Source: an optimization exercise on an open RTL-to-GDS flow (aim: small area and a short achievable clock period). Production flows keep margins and buffers that such runs may drop.
Function was checked by simulation only, so behaviour that the tests miss may differ from the original.
The flow treats the clock pin as an ideal source. Dropping or thinning the clock tree relies on that and would not hold on a real chip.
Power and IR drop assume default switching activity.

== P ==
Design pipelined_multiplier, start of the top module:
module pipelined_multiplier (
    input clk,
    input rst,
    input [10:0] n1,
    input [7:0] n2,
    output reg [18:0] product
);
    reg [10:0] a1;
    reg [7:0] b1;
    reg [48:0] r2;
    reg [32:0] r3;
    reg v1, v2, v3;
    wire pp1;
    wire pp2;
    wire pp3;
    wire pp4;
    wire pp5;
    wire pp6;
    wire pp7;
    wire pp8;
    wire pp9;
    wire pp10;
    wire pp11;
    wire pp12;
    wire pp13;
    wire pp14;
    wire pp15;
    wire pp16;
    wire pp17;
    wire pp18;
    wire pp19;
    wire pp20;
    wire pp21;
    wire pp22;
    wire pp23;
    wire pp24;
    wire pp25;
    wire pp26;
    wire pp27;
    wire pp28;
    wire pp29;
    wire pp30;
    wire pp31;
    wire pp32;
    wire pp33;
    wire pp34;
    wire pp35;
    wire pp36;
    wire pp37;
    wire pp38;
    wire pp39;
    wire pp40;
    wire pp41;
    wire pp42;
    wire pp43;
    wire pp44;
    wire pp45;
    wire pp46;
    wire pp47;
    wire pp48;
    wire pp49;
    wire pp50;
    wire pp51;
    wire pp52;
    wire pp53;
    wire pp54;
    wire pp55;
    wire pp56;
    wire pp57;
    wire pp58;
    wire pp59;
    wire pp60;
    wire pp61;
    wire pp62;
    wire pp63;
    wire pp64;
    wire pp65;
    wire pp66;
  ...
Settings: LEC_CHECK=0, CAP_MARGIN=20, CORE_MARGIN=2, CORE_UTILIZATION=60, CTS_BUF_LIST=sky130_fd_sc_hd__clkbuf_8, SETUP_SLACK_MARGIN=2.65, SLEW_MARGIN=20; clock period 4.5 ns.
standard.sh (not shown) runs the stock make flow with config.mk's settings and CLKGATE_MAP_FILE= SYNTH_SCRIPT=/design/flow/synth_recipe.tcl, a recipe that flattens the netlist after the stock synthesis.
==> flow/flow/run.sh <==
#!/bin/bash
# Own layout flow: the standard ORFS flow (standard.sh) with two changes:
#  - synthesis: the same script as synth_recipe.tcl, except that the second
#    part of Yosys's synth (fine:) runs with -noabc, so the bit-level adders
#    of the design reach extract_fa as written and map onto full-adder cells
#    without inverters between them (the final ABC mapping still runs);
#  - port buffers: buffer_ports uses sky130_fd_sc_hd__buf_2 instead of the
#    cell it picks by itself (clkdlybuf4s50_1).
# Each tool's output goes to its own log file in the work folder.
set -euo pipefail
work=$(pwd)
first='proc synth {args} { yosys synth -nofsm -noshare {*}$args }'
if [[ "$(head -1 synth_recipe.tcl)" == "$first" ]]; then
  {
    echo 'proc synth {args} { if {[lsearch $args "fine:"] >= 0} { yosys synth -nofsm -noshare -noabc {*}$args } else { yosys synth -nofsm -noshare {*}$args } }'
    tail -n +2 synth_recipe.tcl
  } > "$work/own_synth.tcl"
else
  cp synth_recipe.tcl "$work/own_synth.tcl"
fi
extra=()
if [[ -f flow/extra.mk ]]; then
  while IFS= read -r line; do
    [[ -n "$line" && "$line" != \#* ]] && extra+=("$line")
  done < flow/extra.mk
fi
bash standard.sh SYNTH_SCRIPT="$work/own_synth.tcl" \
  "BUFFER_PORTS_ARGS=-buffer_cell sky130_fd_sc_hd__buf_2" ${extra[@]+"${extra[@]}"} finish \
  > "$work/orfs_make.log" 2>&1
Here is what was changed in the inputs of T compared with P.
- a deleted SETUP_SLACK_MARGIN that had been 2.65
Notes after the runs:
T went all the way through synthesis, placement and routing and the layout is clean on timing, DRC and antenna. Looking at P and T, the worst hold slack is a wash. T against P: time the worst path needs with I/O delays and setup rose 53 ps; number of diodes neither gained nor lost much; routed via count divided by cell count comparable; number of stages on the worst setup path up 5; post-CTS setup-driven buffer insertion count did not really move. | clock group share of total power | P vs T | ≈ equal |. Diff P..T | global router's overall resource usage | unchanged. Summary of the comparison: sequential share of layout area is higher in T, relative to P.

---

pipelined_multiplier, a different RTL version from the one above (not shown whole).
For scale: roughly 5300 um2 of cells after synthesis.
## pipelined_multiplier
module pipelined_multiplier (
    input clk,
    input rst,
    input [10:0] n1,
    input [7:0] n2,
    output reg [18:0] product
);
==> flow/config.mk <==
export PLATFORM = sky130hd
export DESIGN_NAME = pipelined_multiplier
export DESIGN_NICKNAME = pipelined_multiplier
export VERILOG_FILES = /design/flow/design.v
export SDC_FILE = /design/flow/constraint.sdc
export NUM_CORES = 4
export LEC_CHECK = 0
export ABC_AREA = 1
export CAP_MARGIN = 20
export CORE_MARGIN = 2
export CORE_UTILIZATION = 60
export SETUP_SLACK_MARGIN = 2.9
export SLEW_MARGIN = 20
==> flow/constraint.sdc <==
create_clock -name core_clock -period 4.5 [get_ports {clk}]
set_input_delay 0.9000 -clock core_clock [delete_from_list [all_inputs] [get_ports {clk}]]
set_output_delay 0.9000 -clock core_clock [all_outputs]
set_load 0.01 [all_outputs]
==> flow/flow/run.sh <==
#!/bin/bash
# Own layout flow: the standard ORFS flow (standard.sh) with three changes:
#  - synthesis: the same script as synth_recipe.tcl, except that the second
#    part of Yosys's synth (fine:) runs with -noabc, so the bit-level adders
#    of the design reach extract_fa as written and map onto full-adder cells
#    without inverters between them (the final ABC mapping still runs);
#  - port buffers: buffer_ports uses sky130_fd_sc_hd__buf_1 instead of the
#    cell it picks by itself (clkdlybuf4s50_1);
#  - clock tree: flow/mycts.tcl (sourced before CTS) replaces
#    clock_tree_synthesis with a small tree: the clock port drives four
#    clkbuf_16 buffers; three drive the flip-flops outside r2 directly, the
#    fourth drives three clkbuf_8 buffers that drive r2, so r2's clock
#    arrives one buffer later (skew only between internal registers).
# Each tool's output goes to its own log file in the work folder.
set -euo pipefail
work=$(pwd)
first='proc synth {args} { yosys synth -nofsm -noshare {*}$args }'
if [[ "$(head -1 synth_recipe.tcl)" == "$first" ]]; then
  {
    echo 'proc synth {args} { if {[lsearch $args "fine:"] >= 0} { yosys synth -nofsm -noshare -noabc {*}$args } else { yosys synth -nofsm -noshare {*}$args } }'
    tail -n +2 synth_recipe.tcl
  } > "$work/own_synth.tcl"
else
  cp synth_recipe.tcl "$work/own_synth.tcl"
fi
extra=()
if [[ -f flow/extra.mk ]]; then
  while IFS= read -r line; do
    [[ -n "$line" && "$line" != \#* ]] && extra+=("$line")
  done < flow/extra.mk
fi
bash standard.sh SYNTH_SCRIPT="$work/own_synth.tcl" \
  "BUFFER_PORTS_ARGS=-buffer_cell sky130_fd_sc_hd__buf_1" "PRE_CTS_TCL=$work/flow/mycts.tcl" ${extra[@]+"${extra[@]}"} finish \
  > "$work/orfs_make.log" 2>&1
Other scripts of this flow, unchanged in this note and not shown: flow/flow/mycts.tcl
The first run finished clean.
==> next run, changes <==
- SETUP_SLACK_MARGIN: 2.9 -> 2.95
The changed run ran to the end with no violations.
Final cell count is about the same.
Worst setup slack stays flat.
Via count went up by 2.1%.
Synthesized area is unchanged.
==> next run, changes <==
--- a/flow/flow/run.sh
+++ b/flow/flow/run.sh
@@ -9,6 +9,4 @@
 #  - clock tree: flow/mycts.tcl (sourced before CTS) replaces
-#    clock_tree_synthesis with a small tree: the clock port drives four
-#    clkbuf_16 buffers; three drive the flip-flops outside r2 directly, the
-#    fourth drives three clkbuf_8 buffers that drive r2, so r2's clock
-#    arrives one buffer later (skew only between internal registers).
+#    clock_tree_synthesis with a one-level tree (4 clkbuf_16 buffers fed by
+#    the clock port, each driving a quarter of the flip-flops).
 # Each tool's output goes to its own log file in the work folder.
- SETUP_SLACK_MARGIN: 2.95 -> 2.8
Outcome:
- setup slack loses 0.099 ns
- power is lower by 7.1%
- synthesized cell count is unchanged
In every run of this note, the design's own scripts or RTL, not TritonCTS, make the clock network.

---

Setup of job 7656:
pipelined_multiplier, a different RTL version from the one above (not shown whole).
Size in the first run: about 40 I/O pins, roughly 5100 sq um of cells after synthesis.
clock: 4.5 ns
lec_check: 0
cap_margin: 20
core_margin: 2
core_utilization: 60
place_density: 0.75
setup_slack_margin: 2.8
slew_margin: 20
==> flow/flow/run.sh <==
#!/bin/bash
# Own layout flow: the standard ORFS flow (standard.sh) with three changes:
#  - synthesis: the same script as synth_recipe.tcl, except that the second
#    part of Yosys's synth (fine:) runs with -noabc, so the bit-level adders
#    of the design reach extract_fa as written and map onto full-adder cells
#    without inverters between them (the final ABC mapping still runs);
#  - port buffers: buffer_ports uses sky130_fd_sc_hd__buf_1 instead of the
#    cell it picks by itself (clkdlybuf4s50_1);
#  - clock tree: flow/mycts.tcl (sourced before CTS) replaces
#    clock_tree_synthesis with a one-level tree (4 clkbuf_16 buffers fed by
#    the clock port, each driving a quarter of the flip-flops).
# Each tool's output goes to its own log file in the work folder.
set -euo pipefail
work=$(pwd)
first='proc synth {args} { yosys synth -nofsm -noshare {*}$args }'
if [[ "$(head -1 synth_recipe.tcl)" == "$first" ]]; then
  {
    echo 'proc synth {args} { if {[lsearch $args "fine:"] >= 0} { yosys synth -nofsm -noshare -noabc {*}$args } else { yosys synth -nofsm -noshare {*}$args } }'
    tail -n +2 synth_recipe.tcl
  } > "$work/own_synth.tcl"
else
  cp synth_recipe.tcl "$work/own_synth.tcl"
fi
extra=()
if [[ -f flow/extra.mk ]]; then
  while IFS= read -r line; do
    [[ -n "$line" && "$line" != \#* ]] && extra+=("$line")
  done < flow/extra.mk
fi
bash standard.sh SYNTH_SCRIPT="$work/own_synth.tcl" \
  "BUFFER_PORTS_ARGS=-buffer_cell sky130_fd_sc_hd__buf_1" "PRE_CTS_TCL=$work/flow/mycts.tcl" ${extra[@]+"${extra[@]}"} finish \
  > "$work/orfs_make.log" 2>&1
Other scripts of this flow, unchanged in this note and not shown: flow/flow/mycts.tcl
Both conditions hold for job 7656: the flow ran to the end and the final layout passed the timing, design-rule and antenna checks.
Inputs modified between job 7656 and job 5060:
# job 7656
export LEC_CHECK = 0
export CAP_MARGIN = 20
export CORE_MARGIN = 2
export CORE_UTILIZATION = 60
export PLACE_DENSITY = 0.75
export SETUP_SLACK_MARGIN = 2.8
export SLEW_MARGIN = 20
create_clock -name core_clock -period 4.5 [get_ports {clk}]
# job 5060
export LEC_CHECK = 0
export CAP_MARGIN = 20
export CORE_MARGIN = 2
export CORE_UTILIZATION = 45
export SETUP_SLACK_MARGIN = 2.8
export SLEW_MARGIN = 20
create_clock -name core_clock -period 4.5 [get_ports {clk}]
Findings:
Measured against each other, job 7656 and job 5060 differ in height of the die, the lower figure coming from job 7656.
The lower fraction of area in multi-input gates of job 7656 and job 5060 is in job 5060.
Sort job 7656 and job 5060 by area of the multi-input gates desc -> top: job 7656
Compared with job 7656, in job 5060 final area roughly the same; total power lower; routed wire length on met3 lower.
Of job 7656 and job 5060, job 7656 shows the lower hold slack, with job 5060 above it.
The maximum frequency of job 5060 was superior to that of job 7656.
Inputs modified between job 5060 and job 7068:
# job 5060
export LEC_CHECK = 0
export CAP_MARGIN = 20
export CORE_MARGIN = 2
export CORE_UTILIZATION = 45
export SETUP_SLACK_MARGIN = 2.8
export SLEW_MARGIN = 20
create_clock -name core_clock -period 4.5 [get_ports {clk}]
# job 7068
export LEC_CHECK = 0
export CAP_MARGIN = 20
export CORE_MARGIN = 2
export CORE_UTILIZATION = 60
export SETUP_SLACK_MARGIN = 2.75
export SLEW_MARGIN = 20
create_clock -name core_clock -period 4.5 [get_ports {clk}]
On final setup violation count, job 5060 tracks job 7068 almost exactly. Compared job 5060 against job 7068; period utilization within noise. The destination of the critical timing path comes out r2[28] in one run and r3[19] in the other, namely in job 7068 and job 5060 respectively. Global-route usage in job 7068 is 5.4 points higher than in job 5060. Between job 7068 and job 5060, it is job 7068 whose relative area change from synthesis to final layout is lower, by 1.6 points. The run with more routed wire is job 7068, not job 5060. Worst path arrival time: job 7068 and job 5060 compared, higher one is job 5060. Compared with job 5060, job 7068 shows via count that has gone down slightly. Diff job 7068 and job 5060: placed wire-length estimate lower in job 7068.
Relative to job 7068, the following input files were edited for job 7640:
# job 7068
export LEC_CHECK = 0
export CAP_MARGIN = 20
export CORE_MARGIN = 2
export CORE_UTILIZATION = 60
export SETUP_SLACK_MARGIN = 2.75
export SLEW_MARGIN = 20
create_clock -name core_clock -period 4.5 [get_ports {clk}]
# job 7640
export LEC_CHECK = 0
export ABC_AREA = 1
export CAP_MARGIN = 20
export CORE_MARGIN = 2
export CORE_UTILIZATION = 60
export SETUP_SLACK_MARGIN = 2.8
export SLEW_MARGIN = 20
create_clock -name core_clock -period 4.5 [get_ports {clk}]
- Job 7640 completed every stage of the flow, and the final layout passed the timing, design-rule and antenna checks.
- [compare] base=job 7068 new=job 7640: via count of the first global-routing pass up 241, total design power flat.
- From job 7068 to job 7640 the numbers moved as follows: proportion of cell area occupied by multi-input gates went down 1.3 points; net switching component of the power went up by about 4.5%; overall fraction of global-route tracks in use fell by 1.3 points.
- The higher maximum clock frequency came out of job 7068.
- Between job 7640 and job 7068, the multiplexer share of the synthesized area is lower for job 7640.
- Taking job 7068 as the reference, in job 7640 worst setup slack after placement went up 0.012 ns, combinational share of power grew by 1.5 points.
No run of this note takes its clock network from TritonCTS; it comes from the design's own scripts or RTL.

[re-timing with driven ports]
How much do the figures lean on ideal ports? The routed layouts below were timed once more, with nothing changed but the port constraints. Step 1, drivers: a clkbuf_16 drives clk and a buf_2 each remaining input, both assumed. Step 2 adds t to the input delays and takes it off the output delays; t is the mean of the earliest and latest rising clock arrival at the registers after step 1. Input paths then give back, and output paths get back, about the clock's delay inside the block. Three values: ideal ports, drivers, drivers and shift; two values: the first two.
run	t (ns)	setup WS [ns]	hold WS [ns]	worst setup path after step 2	latest minus earliest clock arrival (ns)
P	0.448	2.673 / 2.641 / 2.723	0.316 / 0.316 / 0.316	register to register	0.012 / 0.013
T	0.448	2.620 / 2.620 / 2.620	0.316 / 0.316 / 0.316	register to register	0.012 / 0.013
the first run of note 2	0.284	2.952 / 2.887 / 2.923	0.366 / 0.366 / 0.366	input, reset recovery	0.136 / 0.135
the second run of note 2	0.293	2.952 / 2.881 / 2.955	0.356 / 0.356 / 0.356	register to register	0.145 / 0.145
the third run of note 2	0.290	2.853 / 2.853 / 2.853	0.361 / 0.361 / 0.361	register to register	0.135 / 0.134
job 7656	0.241	2.769 / 2.769 / 2.769	0.332 / 0.332 / 0.332	register to register	0.008 / 0.008
job 5060	0.241	2.791 / 2.791 / 2.791	0.345 / 0.345 / 0.345	register to register	0.010 / 0.010
job 7068	0.242	2.794 / 2.794 / 2.794	0.345 / 0.345 / 0.345	register to register	0.012 / 0.013
job 7640	0.242	2.785 / 2.785 / 2.785	0.338 / 0.338 / 0.338	register to register	0.010 / 0.011
After both steps every run listed still meets setup and hold. The setup slack of the first run of note 2, which loses most, moves by -0.065 ns with the drivers and by -0.029 ns with both steps. The worst setup slack also covers recovery checks on asynchronous resets.
